Source: an optimization exercise on an open RTL-to-GDS flow (aim: small area and few clock cycles). Production flows keep margins and buffers that such runs may drop. RTL that was checked went through simulation tests only; none was proved equivalent to the original. The clock input has no modelled driver; a real chip could not lean on it and would need a root buffer or a full tree. Power figures rest on the tool's default switching activity, not on a simulated workload.

build 72:
Design frontend, start of the top module:
module frontend (
    input  logic        clk,
    input  logic        reset,
    input  logic        redirect_valid,
    input  logic [31:0] redirect_pc,
    output logic [8:0]  icache_addr,
    input  logic [31:0] icache_rdata,
    output logic        valid_out,
    input  logic        ready_out,
    output logic [31:0] pc_out,
    output logic [4:0]  rs1,
    output logic [4:0]  rs2,
    output logic [4:0]  rd,
    output logic [31:0] imm,
    output logic        ALUSrc,
    output logic [2:0]  ALUOp,
    output logic        branch,
    output logic        jump,
    output logic        MemRead,
    output logic        MemWrite,
    output logic        RegWrite,
    output logic        MemToReg
);
Size: about 190 cells after synthesis, about 170 I/O pins, about 1900 um2 of cells after synthesis.
export LEC_CHECK = 0
export CAP_MARGIN = 0
export CORE_MARGIN = 2
export CORE_UTILIZATION = 75
export SLEW_MARGIN = 0
export SYNTH_HIERARCHICAL = 1
create_clock -name core_clock -period 4.0 [get_ports {clk}]
standard.sh (not shown) runs the stock make flow with config.mk's settings and CLKGATE_MAP_FILE= SYNTH_SCRIPT=/design/flow/synth_recipe.tcl, a recipe that flattens the netlist after the stock synthesis.
==> flow/flow/run.sh <==
#!/bin/bash
# Standard ORFS layout with four changes:
#  - synthesis maps the logic with ABC script flow/abc_deep.script (deepsyn
#    restructuring, then area-aware mapping) in place of ORFS's
#    abc_speed.script; everything else in synthesis is the standard
#    synthesis (synth_recipe.tcl), so the registers are the same;
#  - the port buffers are the smallest buffer (buf_1) instead of the cell
#    buffer_ports picks on its own;
#  - the clock is distributed by a single clkbuf_16 (flow/clock_buffer.tcl)
#    instead of TritonCTS's H-tree: the design has only 30 flip-flops.
# The ORFS scripts are used from a private copy with those two scripts
# changed. Each step's full log is in orfs/logs/; this script's own output
# goes to standard.log.
set -euo pipefail
here=$(pwd)

rm -rf "$here/scripts"
cp -r "$FLOW_HOME/scripts" "$here/scripts"
cp "$here/flow/abc_deep.script" "$here/scripts/abc_speed.script"
sed -i "s|^log_cmd clock_tree_synthesis .*|source $here/flow/clock_buffer.tcl|" "$here/scripts/cts.tcl"
grep -q "clock_buffer.tcl" "$here/scripts/cts.tcl"

export SCRIPTS_DIR="$here/scripts"
export BUFFER_PORTS_ARGS="-buffer_cell sky130_fd_sc_hd__buf_1"
bash standard.sh > standard.log 2>&1
==> flow/flow/clock_buffer.tcl <==
# Clock "tree" for a design with a few dozen flip-flops: one clkbuf_16 at the
# centre of the flip-flops drives every clock pin; the clock port drives only
# that buffer. Sourced by cts.tcl in place of clock_tree_synthesis.
set block [ord::get_db_block]
set sx 0.0
set sy 0.0
set n 0
foreach inst [$block getInsts] {
  if { [[$inst getMaster] isSequential] } {
    set bb [$inst getBBox]
    set sx [expr { $sx + ([$bb xMin] + [$bb xMax]) / 2.0 }]
    set sy [expr { $sy + ([$bb yMin] + [$bb yMax]) / 2.0 }]
    incr n
  }
}
set dbu [$block getDbUnitsPerMicron]
set x [expr { $sx / $n / $dbu }]
set y [expr { $sy / $n / $dbu }]
puts "clock_buffer: $n flip-flops, buffer at ($x, $y) um"
set clk_port [get_full_name [get_property [lindex [all_clocks] 0] sources]]
set clk_net [[$block findBTerm $clk_port] getNet]
insert_buffer -buffer_cell sky130_fd_sc_hd__clkbuf_16 -net [$clk_net getName] \
  -location [list $x $y] -buffer_name clkbuf_root -net_name clknet_root
# mark the port's net and the buffer's output net as clock nets
set clk_net [[$block findBTerm $clk_port] getNet]
$clk_net setSigType CLOCK
foreach it [$clk_net getITerms] {
  foreach o [[$it getInst] getITerms] {
    if { [$o isOutputSignal] && [$o getNet] ne "NULL" } {
      [$o getNet] setSigType CLOCK
      puts "clock_buffer: [[$it getInst] getName] drives [llength [[$o getNet] getITerms]] pins"
    }
  }
}
set_propagated_clock [all_clocks]
Other scripts of this flow, unchanged in this note and not shown: flow/flow/abc_deep.script
Build 72: aborted in global placement (tool error)
Testbench counts of build 72, summed over its fixed seeds: cycles 30,511.
Edits applied to the flow inputs when going from build 72 to build 42:
diff --git a/flow/flow/run.sh b/flow/flow/run.sh
--- a/flow/flow/run.sh
+++ b/flow/flow/run.sh
@@ -7,5 +7,5 @@
 #  - the port buffers are the smallest buffer (buf_1) instead of the cell
 #    buffer_ports picks on its own;
-#  - the clock is distributed by a single clkbuf_16 (flow/clock_buffer.tcl)
+#  - the clock is distributed by a single clkbuf_8 (flow/clock_buffer.tcl)
 #    instead of TritonCTS's H-tree: the design has only 30 flip-flops.
 # The ORFS scripts are used from a private copy with those two scripts
==> flow/flow/clock_buffer.tcl <==
# Clock "tree" for a design with a few dozen flip-flops: one clkbuf_8 at the
# centre of the flip-flops drives every clock pin; the clock port drives only
# that buffer. Sourced by cts.tcl in place of clock_tree_synthesis.
set block [ord::get_db_block]
set sx 0.0
set sy 0.0
set n 0
foreach inst [$block getInsts] {
  if { [[$inst getMaster] isSequential] } {
    set bb [$inst getBBox]
    set sx [expr { $sx + ([$bb xMin] + [$bb xMax]) / 2.0 }]
    set sy [expr { $sy + ([$bb yMin] + [$bb yMax]) / 2.0 }]
    incr n
  }
}
set dbu [$block getDbUnitsPerMicron]
set x [expr { $sx / $n / $dbu }]
set y [expr { $sy / $n / $dbu }]
puts "clock_buffer: $n flip-flops, buffer at ($x, $y) um"
set clk_port [lindex [get_property [lindex [all_clocks] 0] sources] 0]
set clk_net [get_name [get_nets -of_objects $clk_port]]
insert_buffer -buffer_cell sky130_fd_sc_hd__clkbuf_8 -net $clk_net \
  -location [list $x $y] -buffer_name clkbuf_root -net_name clknet_root
foreach name [list $clk_net clknet_root] {
  [$block findNet $name] setSigType CLOCK
}
set_propagated_clock [all_clocks]
diff --git a/flow/config.mk b/flow/config.mk
--- a/flow/config.mk
+++ b/flow/config.mk
@@ -6,7 +6,7 @@
 export NUM_CORES = 4
 export LEC_CHECK = 0
-export CAP_MARGIN = 0
+export CAP_MARGIN = 20
 export CORE_MARGIN = 2
-export CORE_UTILIZATION = 75
-export SLEW_MARGIN = 0
+export CORE_UTILIZATION = 40
+export SLEW_MARGIN = 20
 export SYNTH_HIERARCHICAL = 1
Build 42 got as far as clock tree synthesis, where a tool error ended the run. Floorplan die width: build 42 > build 72. Going from build 72 to build 42, register bit count reported by yosys about even, total number of placement rows rose 6.
The following lists how build 83 was set up differently from build 42:
diff --git a/flow/flow/run.sh b/flow/flow/run.sh
--- a/flow/flow/run.sh
+++ b/flow/flow/run.sh
@@ -7,5 +7,5 @@
 #  - the port buffers are the smallest buffer (buf_1) instead of the cell
 #    buffer_ports picks on its own;
-#  - the clock is distributed by a single clkbuf_8 (flow/clock_buffer.tcl)
+#  - the clock is distributed by a single clkbuf_16 (flow/clock_buffer.tcl)
 #    instead of TritonCTS's H-tree: the design has only 30 flip-flops.
 # The ORFS scripts are used from a private copy with those two scripts
==> flow/flow/clock_buffer.tcl <==
# Clock "tree" for a design with a few dozen flip-flops: one clkbuf_16 at the
# centre of the flip-flops drives every clock pin; the clock port drives only
# that buffer. Sourced by cts.tcl in place of clock_tree_synthesis.
set block [ord::get_db_block]
set sx 0.0
set sy 0.0
set n 0
foreach inst [$block getInsts] {
  if { [[$inst getMaster] isSequential] } {
    set bb [$inst getBBox]
    set sx [expr { $sx + ([$bb xMin] + [$bb xMax]) / 2.0 }]
    set sy [expr { $sy + ([$bb yMin] + [$bb yMax]) / 2.0 }]
    incr n
  }
}
set dbu [$block getDbUnitsPerMicron]
set x [expr { $sx / $n / $dbu }]
set y [expr { $sy / $n / $dbu }]
puts "clock_buffer: $n flip-flops, buffer at ($x, $y) um"
set clk_port [get_full_name [get_property [lindex [all_clocks] 0] sources]]
set clk_net [[$block findBTerm $clk_port] getNet]
insert_buffer -buffer_cell sky130_fd_sc_hd__clkbuf_16 -net [$clk_net getName] \
  -location [list $x $y] -buffer_name clkbuf_root -net_name clknet_root
# mark the port's net and the buffer's output net as clock nets
set clk_net [[$block findBTerm $clk_port] getNet]
$clk_net setSigType CLOCK
foreach it [$clk_net getITerms] {
  foreach o [[$it getInst] getITerms] {
    if { [$o isOutputSignal] && [$o getNet] ne "NULL" } {
      [$o getNet] setSigType CLOCK
      puts "clock_buffer: [[$it getInst] getName] drives [llength [[$o getNet] getITerms]] pins"
    }
  }
}
set_propagated_clock [all_clocks]
==> results.txt <==
- Comparing build 42 and build 83, the one run not ending clean was build 42.
- Placed cell count essentially unchanged between build 42 and build 83.
- Per the comparison of build 83 with build 42, weighted congestion reported at the end of routability-driven placement comparable, xor/xnor cell area share of the yosys netlist saw little to no change, fraction of the mapped netlist area in compound gates essentially unchanged, total cell area at the placement stage essentially unchanged.
- Async set or reset register ratio after synthesis came out exactly the same in build 42 and build 83.
- As far as post-synthesis cell type count goes, build 42 and build 83 are indistinguishable; the numbers are identical.
Input-level comparison between build 49 and build 83:
diff --git a/flow/config.mk b/flow/config.mk
--- a/flow/config.mk
+++ b/flow/config.mk
@@ -8,5 +8,5 @@
 export CAP_MARGIN = 20
 export CORE_MARGIN = 2
-export CORE_UTILIZATION = 40
+export CORE_UTILIZATION = 60
 export SLEW_MARGIN = 20
 export SYNTH_HIERARCHICAL = 1
- In build 49, the part of the power in registers came out 0.5 points above the value in build 83.
- | clock network power share | higher: build 83 |
- In the flow results for build 83 and build 49, the first-iteration DRC count is smaller on build 83.
- Synthesized area came out exactly the same in build 83 and build 49.
- Of build 83 and build 49, the run reporting the lower die area was build 49.
- Summary of build 49 over build 83: wire length fell 3.5%, leakage power went down 0.86%.
#### Input delta (build 88 over build 49)
diff --git a/flow/config.mk b/flow/config.mk
--- a/flow/config.mk
+++ b/flow/config.mk
@@ -6,7 +6,7 @@
 export NUM_CORES = 4
 export LEC_CHECK = 0
-export CAP_MARGIN = 20
+export CAP_MARGIN = 0
 export CORE_MARGIN = 2
-export CORE_UTILIZATION = 60
-export SLEW_MARGIN = 20
+export CORE_UTILIZATION = 66
+export SLEW_MARGIN = 0
 export SYNTH_HIERARCHICAL = 1
Results
[compare] base=build 49 new=build 88: total leakage power dropped 0.0048 nW, design area dropped about 1%.
On build 88: final weighted congestion in routability-driven placement is 3.6% lower than what build 49 gave.
Going from build 49 to build 88, total number of vias grows by about 6.5%.
Build 88 vs build 49 — met3 wire length climbed by more than a quarter
[compare] base=build 49 new=build 88: register-to-register slack fell by 0.09 ns, worst clock skew held steady, relative area change from synthesis to final layout saw a decrease.
What build 28 does differently from build 88 at the input level:
diff --git a/flow/flow/run.sh b/flow/flow/run.sh
--- a/flow/flow/run.sh
+++ b/flow/flow/run.sh
@@ -7,5 +7,5 @@
 #  - the port buffers are the smallest buffer (buf_1) instead of the cell
 #    buffer_ports picks on its own;
-#  - the clock is distributed by a single clkbuf_16 (flow/clock_buffer.tcl)
+#  - the clock is distributed by a single buf_12 (flow/clock_buffer.tcl)
 #    instead of TritonCTS's H-tree: the design has only 30 flip-flops.
 # The ORFS scripts are used from a private copy with those two scripts
diff --git a/flow/flow/clock_buffer.tcl b/flow/flow/clock_buffer.tcl
--- a/flow/flow/clock_buffer.tcl
+++ b/flow/flow/clock_buffer.tcl
@@ -1,3 +1,3 @@
-# Clock "tree" for a design with a few dozen flip-flops: one clkbuf_16 at the
+# Clock "tree" for a design with a few dozen flip-flops: one buf_12 at the
 # centre of the flip-flops drives every clock pin; the clock port drives only
 # that buffer. Sourced by cts.tcl in place of clock_tree_synthesis.
@@ -20,5 +20,5 @@
 set clk_port [get_full_name [get_property [lindex [all_clocks] 0] sources]]
 set clk_net [[$block findBTerm $clk_port] getNet]
-insert_buffer -buffer_cell sky130_fd_sc_hd__clkbuf_16 -net [$clk_net getName] \
+insert_buffer -buffer_cell sky130_fd_sc_hd__buf_12 -net [$clk_net getName] \
   -location [list $x $y] -buffer_name clkbuf_root -net_name clknet_root
 # mark the port's net and the buffer's output net as clock nets
diff --git a/flow/config.mk b/flow/config.mk
--- a/flow/config.mk
+++ b/flow/config.mk
@@ -6,7 +6,7 @@
 export NUM_CORES = 4
 export LEC_CHECK = 0
-export CAP_MARGIN = 0
+export CAP_MARGIN = 20
 export CORE_MARGIN = 2
-export CORE_UTILIZATION = 66
-export SLEW_MARGIN = 0
+export CORE_UTILIZATION = 40
+export SLEW_MARGIN = 20
 export SYNTH_HIERARCHICAL = 1
==> results.txt <==
Build 88: full flow OK, the timing, DRC and antenna checks passed
Build 28 reached the final stage; the timing, DRC and antenna checks on its layout passed.
Diff build 88 -> build 28: non-filler instance count after layout rose by about 6%; sequential group share of total power went up; part of the power in combinational logic now sits lower.
On build 28: number of nets in the finished design is 3 higher than what build 88 gave.
Post-detailed-routing wire length (build 28 vs. build 88) decreases by more than 10%
| via count | build 28 vs build 88 | better |
In the tables for build 88 and build 28, worst hold slack reads higher with build 88.
Relative to build 88, the final cell area reported for build 28 is higher.
Compared with build 88, build 28 improves maximum achievable frequency.
The clock cells of build 83, build 49, build 88 and build 28 come from the design's own scripts or RTL, not from TritonCTS.

========
job 101:
Another version of the RTL of frontend (not shown whole).
Size: roughly 220 cells after synthesis, ~30 flip-flops, roughly 170 I/O pins.
// frontend
module frontend (
    input  logic        clk,
    input  logic        reset,
    input  logic        redirect_valid,
    input  logic [31:0] redirect_pc,
    output logic [8:0]  icache_addr,
    input  logic [31:0] icache_rdata,
    output logic        valid_out,
    input  logic        ready_out,
    output logic [31:0] pc_out,
    output logic [4:0]  rs1,
    output logic [4:0]  rs2,
    output logic [4:0]  rd,
    output logic [31:0] imm,
    output logic        ALUSrc,
    output logic [2:0]  ALUOp,
    output logic        branch,
    output logic        jump,
    output logic        MemRead,
    output logic        MemWrite,
    output logic        RegWrite,
    output logic        MemToReg
);
Settings: LEC_CHECK=0, CAP_MARGIN=20, CORE_MARGIN=2, CORE_UTILIZATION=40, CTS_BUF_LIST=sky130_fd_sc_hd__clkbuf_4, CTS_CLUSTER_DIAMETER=200, CTS_CLUSTER_SIZE=30, SLEW_MARGIN=20, SYNTH_HIERARCHICAL=1; clock period 4.0 ns.
==> flow/flow/run.sh <==
#!/bin/bash
# Standard ORFS layout, except that the port buffers are the smallest
# buffer (buf_1) instead of the cell buffer_ports picks on its own.
set -euo pipefail
export BUFFER_PORTS_ARGS="-buffer_cell sky130_fd_sc_hd__buf_1"
bash standard.sh > standard.log 2>&1
Job 101 finished every stage and its layout cleared the timing, DRC and antenna checks.
[inputs] job 102 vs job 101
Settings: CTS_CLUSTER_SIZE removed (was 30); CTS_CLUSTER_DIAMETER removed (was 200); CTS_BUF_LIST removed (was sky130_fd_sc_hd__clkbuf_4).
==> results.txt <==
- Job 101 has a lower clock group share of total power than job 102.
- Per the comparison of job 102 with job 101, final cycle utilization of the critical path went up; clock-pin transition on the worst setup and hold timing paths went down; fraction of standard cell area that is sequential went down.
- Job 102: via total after detailed routing is 0.42% lower than what job 101 reported.
Changes in job 103 relative to job 102:
==> flow/flow/run.sh <==
#!/bin/bash
# Standard ORFS layout with two changes:
#  - the port buffers are the smallest buffer (buf_1) instead of the cell
#    buffer_ports picks on its own;
#  - the clock tree is built from clkbuf_8 in a single cluster, without
#    dummy loads (the design has only a few dozen flip-flops).
set -euo pipefail
export BUFFER_PORTS_ARGS="-buffer_cell sky130_fd_sc_hd__buf_1"
export CTS_ARGS="-sink_clustering_enable -repair_clock_nets -dont_use_dummy_load -buf_list sky130_fd_sc_hd__clkbuf_8 -root_buf sky130_fd_sc_hd__clkbuf_8 -sink_clustering_size 50 -sink_clustering_max_diameter 500"
bash standard.sh > standard.log 2>&1
From job 102 to job 103 the numbers moved as follows: switching share of power shows no meaningful change; first-iteration DRC count shows an increase of about 5%; power consumption shows a reduction of about 5%.
Re number of clock-tree buffers in the layout: job 103 and job 102 aren't equal, and the higher value belongs to job 102.
Number of non-filler instances in the completed layout came out lower on job 103 than on job 102.
Relative to job 102, the final cell area reported for job 103 is lower.
Job 103 -> job 102: post-detailed-route DRC marker count delta 0, exact match
There was hardly any difference in total buffers and inverters traversed by the critical path between job 102 and job 103.
The share of cells above drive strength 1 of job 103 falls short of that of job 102 by 0.49 points.
Function was not checked in any run of this note: the RTL went through the layout flow alone.

[what the ideal ports hide]
In the flow no input, the clock included, has a driving cell. The finished layouts below were timed again as built, in two steps. Step 1, drivers: a clkbuf_16 drives clk and a buf_2 each remaining input, both assumed. Step 2 times the ports against the registers' clock, not the clock port: input delays grow and output delays shrink by t, the midpoint of the rising clock arrivals with the driver on. Three values: ideal ports, drivers, drivers and shift; two values: the first two.
run	t (ns)	slack for setup (ns)	hold WS [ns]	worst slew at a driven data input, ns	pins driven straight from the clock port
build 83	0.197	0.700 / 0.674 / 0.547	0.597 / 0.597 / 0.597	0.05	1
build 49	0.195	0.411 / 0.389 / 0.389	0.604 / 0.604 / 0.604	0.05	1
build 88	0.204	0.361 / 0.342 / 0.342	0.612 / 0.612 / 0.612	0.06	1
build 28	0.175	0.703 / 0.677 / 0.547	0.598 / 0.598 / 0.598	0.05	1
job 101	0.341	0.612 / 0.582 / 0.582	0.620 / 0.620 / 0.620	0.05	1
job 102	0.295	0.600 / 0.570 / 0.570	0.610 / 0.610 / 0.610	0.05	1
job 103	0.289	0.606 / 0.575 / 0.575	0.609 / 0.609 / 0.609	0.05	1
After both steps every run listed still meets setup and hold. The setup slack of build 28, which loses most, moves by -0.026 ns with the drivers and by -0.156 ns with both steps.
